From an optimization exercise on the open Yosys and OpenROAD flow, aimed at small area, a short achievable clock period and few clock cycles per item; shortcuts taken in it are not production practice. Only simulation tests tie the RTL to the original design; equivalence was not proved. The flow treats the clock pin as an ideal source. Dropping or thinning the clock tree relies on that and would not hold on a real chip. Power figures rest on the tool's default switching activity, not on a simulated workload.

exp/cedar:
// topModule
module topModule(
    input clock,
    input reset,
    input start,
    input [7:0] input_a,
    input [7:0] input_b,
    output reg done,
    output [7:0] result
);
wire [7:0] s;
wire [3:0] y;
reg  [7:0] sum_reg;
blk_sum u_sum(.a(input_a), .b(input_b), .s(s));
always @(posedge clock) begin
    done <= start & ~reset;
    sum_reg <= s;
end
blk_sqrt u_sqrt(.x(sum_reg), .y(y));
assign result = {4'd0, y};
endmodule
Size: ~9 flip-flops, roughly 610 sq um of cells after synthesis.
export LEC_CHECK = 0
export ABC_AREA = 1
export CAP_MARGIN = 20
export CORE_AREA = 2 2 68 68
export CTS_BUF_LIST = sky130_fd_sc_hd__clkbuf_2
export DIE_AREA = 0 0 70 70
export SLEW_MARGIN = 20
create_clock -name core_clock -period 10.0 [get_ports {clock}]
standard.sh (not shown) runs the stock make flow with config.mk's settings and CLKGATE_MAP_FILE= SYNTH_SCRIPT=/design/flow/synth_recipe.tcl, a recipe that flattens the netlist after the stock synthesis.
==> flow/flow/run.sh <==
#!/bin/bash
# The standard layout with these changes:
#  - synthesis maps the logic with our own ABC script (flow/abc.script, area-oriented
#    mapping) instead of ORFS's, and leaves adders to ABC rather than mapping them to
#    full/half-adder cells first (MY_NO_FA). my_synth.tcl is synth_recipe.tcl with an abc
#    wrapper that swaps the script, so the rest of the synthesis (registers and their
#    names) is unchanged;
#  - the port buffers are sky130_fd_sc_hd__buf_1 instead of the slow clkdlybuf4s50_1 that
#    OpenROAD picks by default;
#  - the constant outputs share one tie cell, and CTS inserts no dummy load.
set -euo pipefail
here=$(pwd)
export MY_ABC_SCRIPT=$here/flow/abc.script
export MY_NO_FA=1
bash standard.sh finish \
  "SYNTH_SCRIPT=$here/flow/my_synth.tcl" \
  "BUFFER_PORTS_ARGS=-buffer_cell sky130_fd_sc_hd__buf_1" \
  "SKIP_REPAIR_TIE_FANOUT=1" \
  "CTS_ARGS=-sink_clustering_enable -repair_clock_nets -buf_list sky130_fd_sc_hd__clkbuf_2 -dont_use_dummy_load" > standard.log 2>&1
==> flow/flow/abc.script <==
strash
dch -f
map -a
strash
dch -f
map -D 1500
topo
==> flow/flow/my_synth.tcl <==
proc synth {args} { yosys synth -nofsm -noshare {*}$args }
# Technology mapping with our own ABC script and delay target (MY_ABC_SCRIPT, MY_ABC_D)
# instead of ORFS's; everything else in ORFS's synthesis is unchanged.
proc abc {args} {
  if {[info exists ::env(MY_ABC_SCRIPT)]} {
    set i [lsearch -exact $args -script]
    if {$i >= 0} { lset args [expr {$i + 1}] $::env(MY_ABC_SCRIPT) }
  }
  if {[info exists ::env(MY_ABC_D)]} {
    set i [lsearch -exact $args -D]
    if {$i >= 0} { lset args [expr {$i + 1}] $::env(MY_ABC_D) }
  }
  yosys abc {*}$args
}
# MY_NO_FA: leave adders to ABC instead of mapping them to full/half-adder cells first
if {[info exists ::env(MY_NO_FA)] && $::env(MY_NO_FA)} { set ::env(ADDER_MAP_FILE) "" }
source $::env(SCRIPTS_DIR)/synth.tcl
# left out here: clear keep_hierarchy, flatten, clean up, hide names made inside functions, write 1_2_yosys.v
Testbench counts of exp/cedar, summed over its fixed seeds: cycles 12,000, items 12,000.
Changes in exp/xenon relative to exp/cedar:
==> flow/flow/abc.script <==
strash
dch -f
map -a
strash
dch -f
map -D 1400
topo
Findings:
- The end-of-flow core utilization of exp/cedar and that of exp/xenon are within noise of each other.
- As far as number of CTS-inserted buffers goes, exp/xenon and exp/cedar are indistinguishable; the numbers are identical.
- Status: sequential share of cell area parity (exp/cedar, exp/xenon)
- exp/xenon vs exp/cedar — maximum frequency dropped by a few percent
- exp/xenon gives more routed length on met2 than exp/cedar did.
Input-level comparison between exp/raven and exp/xenon:
==> flow/flow/abc.script <==
strash
dch -f
map -a
strash
dch -f
map -D 1200
topo
## What came out
From exp/raven to exp/xenon, chip height did not move at all.
Between exp/raven and exp/xenon, the clock-cell share of area does not differ in any meaningful way.
For the area after synthesis, exp/raven came in 4.1% higher than exp/xenon did.
[exp/raven] share of cell area taken by flip-flops and latches fell 0.77 points relative to exp/xenon
exp/xenon → exp/raven: post-synthesis to final-layout area growth now sits lower, aggregate global-route resource usage decreased by 0.36 points relative to the old numbers, area of all placed cells without fillers +about 3.3%.
Input-level comparison between exp/willow and exp/raven:
==> flow/flow/abc.script <==
strash
dch -f
map -a
strash
dch -f
map -D 1650
topo
### Flow results
- Of exp/willow and exp/raven, the run reporting the higher synthesized area was exp/raven.
- | maximum level of the CTS H-tree | exp/willow vs exp/raven | ≈ equal |
- Count of antenna diodes in the layout: exp/willow vs exp/raven identical
- Taking exp/raven as the reference point, the total number of multi-input combinational cells of exp/willow falls by 7.
- exp/willow: fmax lower than exp/raven
- Looking at worst hold slack across both flows, exp/willow is the stronger of the two, with exp/raven trailing.
- For the setup slack, exp/willow came in 120 ps lower than exp/raven did.
- Compare exp/willow and exp/raven | sequential share of layout area higher: exp/willow


Starting RTL as in the previous note.
clock: 10.0 ns
lec_check: 0
abc_area: 1
cap_margin: 20
core_area: 2 2 68 68
cts_buf_list: sky130_fd_sc_hd__clkbuf_2
die_area: 0 0 70 70
slew_margin: 20
==> flow/flow/run.sh <==
#!/bin/bash
# The standard layout with these changes:
#  - synthesis maps the logic with our own ABC script (flow/abc.script, area-oriented
#    mapping) instead of ORFS's, and leaves adders to ABC rather than mapping them to
#    full/half-adder cells first (MY_NO_FA). my_synth.tcl is synth_recipe.tcl with an abc
#    wrapper that swaps the script, so the rest of the synthesis (registers and their
#    names) is unchanged;
#  - the port buffers are sky130_fd_sc_hd__buf_1 instead of the slow clkdlybuf4s50_1 that
#    OpenROAD picks by default;
#  - the constant outputs share one tie cell, and the clock tree is a single buffer:
#    after CTS, flow/one_clkbuf.tcl connects all clock sinks to the root buffer and
#    removes the leaf buffers and the dummy load.
set -euo pipefail
here=$(pwd)
export MY_ABC_SCRIPT=$here/flow/abc.script
export MY_NO_FA=1
args=("SYNTH_SCRIPT=$here/flow/my_synth.tcl"
      "BUFFER_PORTS_ARGS=-buffer_cell sky130_fd_sc_hd__buf_1"
      "SKIP_REPAIR_TIE_FANOUT=1")
bash standard.sh cts "${args[@]}" > standard_cts.log 2>&1
ROOT_CLKBUF=sky130_fd_sc_hd__clkbuf_4 CTS_ODB=$here/orfs/results/sky130hd/topModule/base/4_cts.odb \
  openroad -no_init -exit $here/flow/one_clkbuf.tcl > one_clkbuf.log 2>&1
bash standard.sh finish "${args[@]}" > standard.log 2>&1
==> flow/flow/abc.script <==
strash
dch -f
map -a
strash
dch -f
map -a
topo
==> flow/flow/one_clkbuf.tcl <==
# After CTS: drive every clock sink from the root clock buffer and remove the leaf buffers
# that TritonCTS put between them (one buffer is enough for this handful of flip-flops).
# The root buffer becomes ROOT_CLKBUF.
read_db $::env(CTS_ODB)
set block [ord::get_db_block]
set root ""
foreach inst [$block getInsts] {
  if {[string match "clkbuf_0_*" [$inst getName]]} { set root $inst }
}
if {$root eq ""} { puts "no root clock buffer"; exit 1 }
set rootnet [[$root findITerm X] getNet]
set removed 0
foreach inst [$block getInsts] {
  if {[string match "clkbuf_1_*" [$inst getName]] || [string match "clkload*" [$inst getName]]} {
    set in [[$inst findITerm A] getNet]
    if {$in ne $rootnet} { puts "unexpected clock tree shape at [$inst getName]"; exit 1 }
    set xt [$inst findITerm X]
    set outnet [$xt getNet]
    if {$outnet ne "NULL"} {
      foreach it [$outnet getITerms] {
        if {[$it getInst] ne $inst} { $it disconnect; $it connect $rootnet }
      }
    }
    [$inst findITerm A] disconnect
    if {$outnet ne "NULL"} { $xt disconnect; odb::dbNet_destroy $outnet }
    odb::dbInst_destroy $inst
    incr removed
  }
}
# one buffer now drives every sink: make it strong enough for the flip-flops' clock slew
$root swapMaster [[ord::get_db] findMaster $::env(ROOT_CLKBUF)]
detailed_placement
check_placement -verbose
puts "removed $removed clock buffers; root [$root getName] drives [llength [$rootnet getITerms]] pins"
write_db $::env(CTS_ODB)
Scripts as last shown in full above: flow/flow/my_synth.tcl
The first run went through all stages and came out clean.
Testbench counts at the start, summed over its fixed seeds: cycles 12,000, items 12,000.
==> next run, changes <==
==> flow/flow/run.sh (replaced) <==
#!/bin/bash
# The standard layout with these changes:
#  - synthesis maps the logic with our own ABC script (flow/abc.script, area-oriented
#    mapping) instead of ORFS's, and leaves adders to ABC rather than mapping them to
#    full/half-adder cells first (MY_NO_FA). my_synth.tcl is synth_recipe.tcl with an abc
#    wrapper that swaps the script, so the rest of the synthesis (registers and their
#    names) is unchanged;
#  - the port buffers are sky130_fd_sc_hd__buf_1 instead of the slow clkdlybuf4s50_1 that
#    OpenROAD picks by default;
#  - the constant outputs share one tie cell, and CTS inserts no dummy load.
set -euo pipefail
here=$(pwd)
export MY_ABC_SCRIPT=$here/flow/abc.script
export MY_NO_FA=1
bash standard.sh finish \
  "SYNTH_SCRIPT=$here/flow/my_synth.tcl" \
  "BUFFER_PORTS_ARGS=-buffer_cell sky130_fd_sc_hd__buf_1" \
  "SKIP_REPAIR_TIE_FANOUT=1" \
  "SETUP_SLACK_MARGIN=6.45" \
  "CTS_ARGS=-sink_clustering_enable -repair_clock_nets -buf_list sky130_fd_sc_hd__clkbuf_2 -dont_use_dummy_load" > standard.log 2>&1
==> flow/flow/abc.script (replaced) <==
strash
dch -f
map -a
strash
dch -f
map -D 1500
topo
removed: flow/flow/one_clkbuf.tcl
Outcome: Worst setup slack is better by 490 ps; cell count grows by a few percent; sequential share of layout area falls by 2.2 points; non-clock buffer count came out higher by 3; critical path depth went down by 8; clock power goes up by well over a third; worst hold slack got worse by 72 ps; synthesized cell count goes up slightly; wire length drops by a few percent.
==> next run, changes <==
--- a/flow/flow/run.sh
+++ b/flow/flow/run.sh
@@ -17,4 +17,4 @@
   "BUFFER_PORTS_ARGS=-buffer_cell sky130_fd_sc_hd__buf_1" \
   "SKIP_REPAIR_TIE_FANOUT=1" \
-  "SETUP_SLACK_MARGIN=6.45" \
+  "SETUP_SLACK_MARGIN=6.35" \
   "CTS_ARGS=-sink_clustering_enable -repair_clock_nets -buf_list sky130_fd_sc_hd__clkbuf_2 -dont_use_dummy_load" > standard.log 2>&1
After rerunning:
- The changed run produced a clean layout
- worst hold slack stays flat
- via count fell by a few percent
- worst setup slack got worse by 28 ps
- total power fell by a few percent
- wire length fell by a few percent
- first-iteration DRC count rose to 21 times its value
- final cell count fell slightly
- synthesized area stays the same
==> next run, changes <==
--- a/flow/flow/run.sh
+++ b/flow/flow/run.sh
@@ -17,4 +17,3 @@
   "BUFFER_PORTS_ARGS=-buffer_cell sky130_fd_sc_hd__buf_1" \
   "SKIP_REPAIR_TIE_FANOUT=1" \
-  "SETUP_SLACK_MARGIN=6.35" \
   "CTS_ARGS=-sink_clustering_enable -repair_clock_nets -buf_list sky130_fd_sc_hd__clkbuf_2 -dont_use_dummy_load" > standard.log 2>&1
==> flow/flow/abc.script (replaced) <==
strash
dch -f
map -a
strash
dch -f
map -a
topo
Outcome:
- non-clock buffer count is lower by 1
- via count is higher by 4.1%
- sequential power stays flat
- worst setup slack loses 400 ps

[what the ideal ports hide]
Ports are ideal in the flow. The routed layouts listed here were re-timed in OpenROAD.
Step 1 assumes that a clkbuf_16 drives the clock port and a buf_2 every other input.
Step 2 times the ports against the registers' clock, not the clock port: input delays grow and output delays shrink by t, the midpoint of the rising clock arrivals with the driver on.
Slacks: ideal / step 1 / step 2; pairs: ideal / step 1.
run	shift t [ns]	setup WS [ns]	worst setup path after step 2
exp/cedar	0.239	6.328 / 6.321 / 6.082	input to register
exp/xenon	0.241	6.189 / 6.189 / 5.948	input to register
exp/raven	0.235	6.394 / 6.390 / 6.155	input to register
exp/willow	0.237	6.277 / 6.273 / 6.036	input to register
the first run of note 2	0.166	6.071 / 6.071 / 5.905	input to register
the second run of note 2	0.245	6.566 / 6.551 / 6.337	input to register
the third run of note 2	0.239	6.538 / 6.522 / 6.333	input to register
the fourth run of note 2	0.239	6.140 / 6.140 / 5.901	input to register
After both steps setup and hold are still met in every run listed. The setup slack of exp/cedar, which loses most, moves by -0.007 ns with the drivers and by -0.246 ns with both steps.
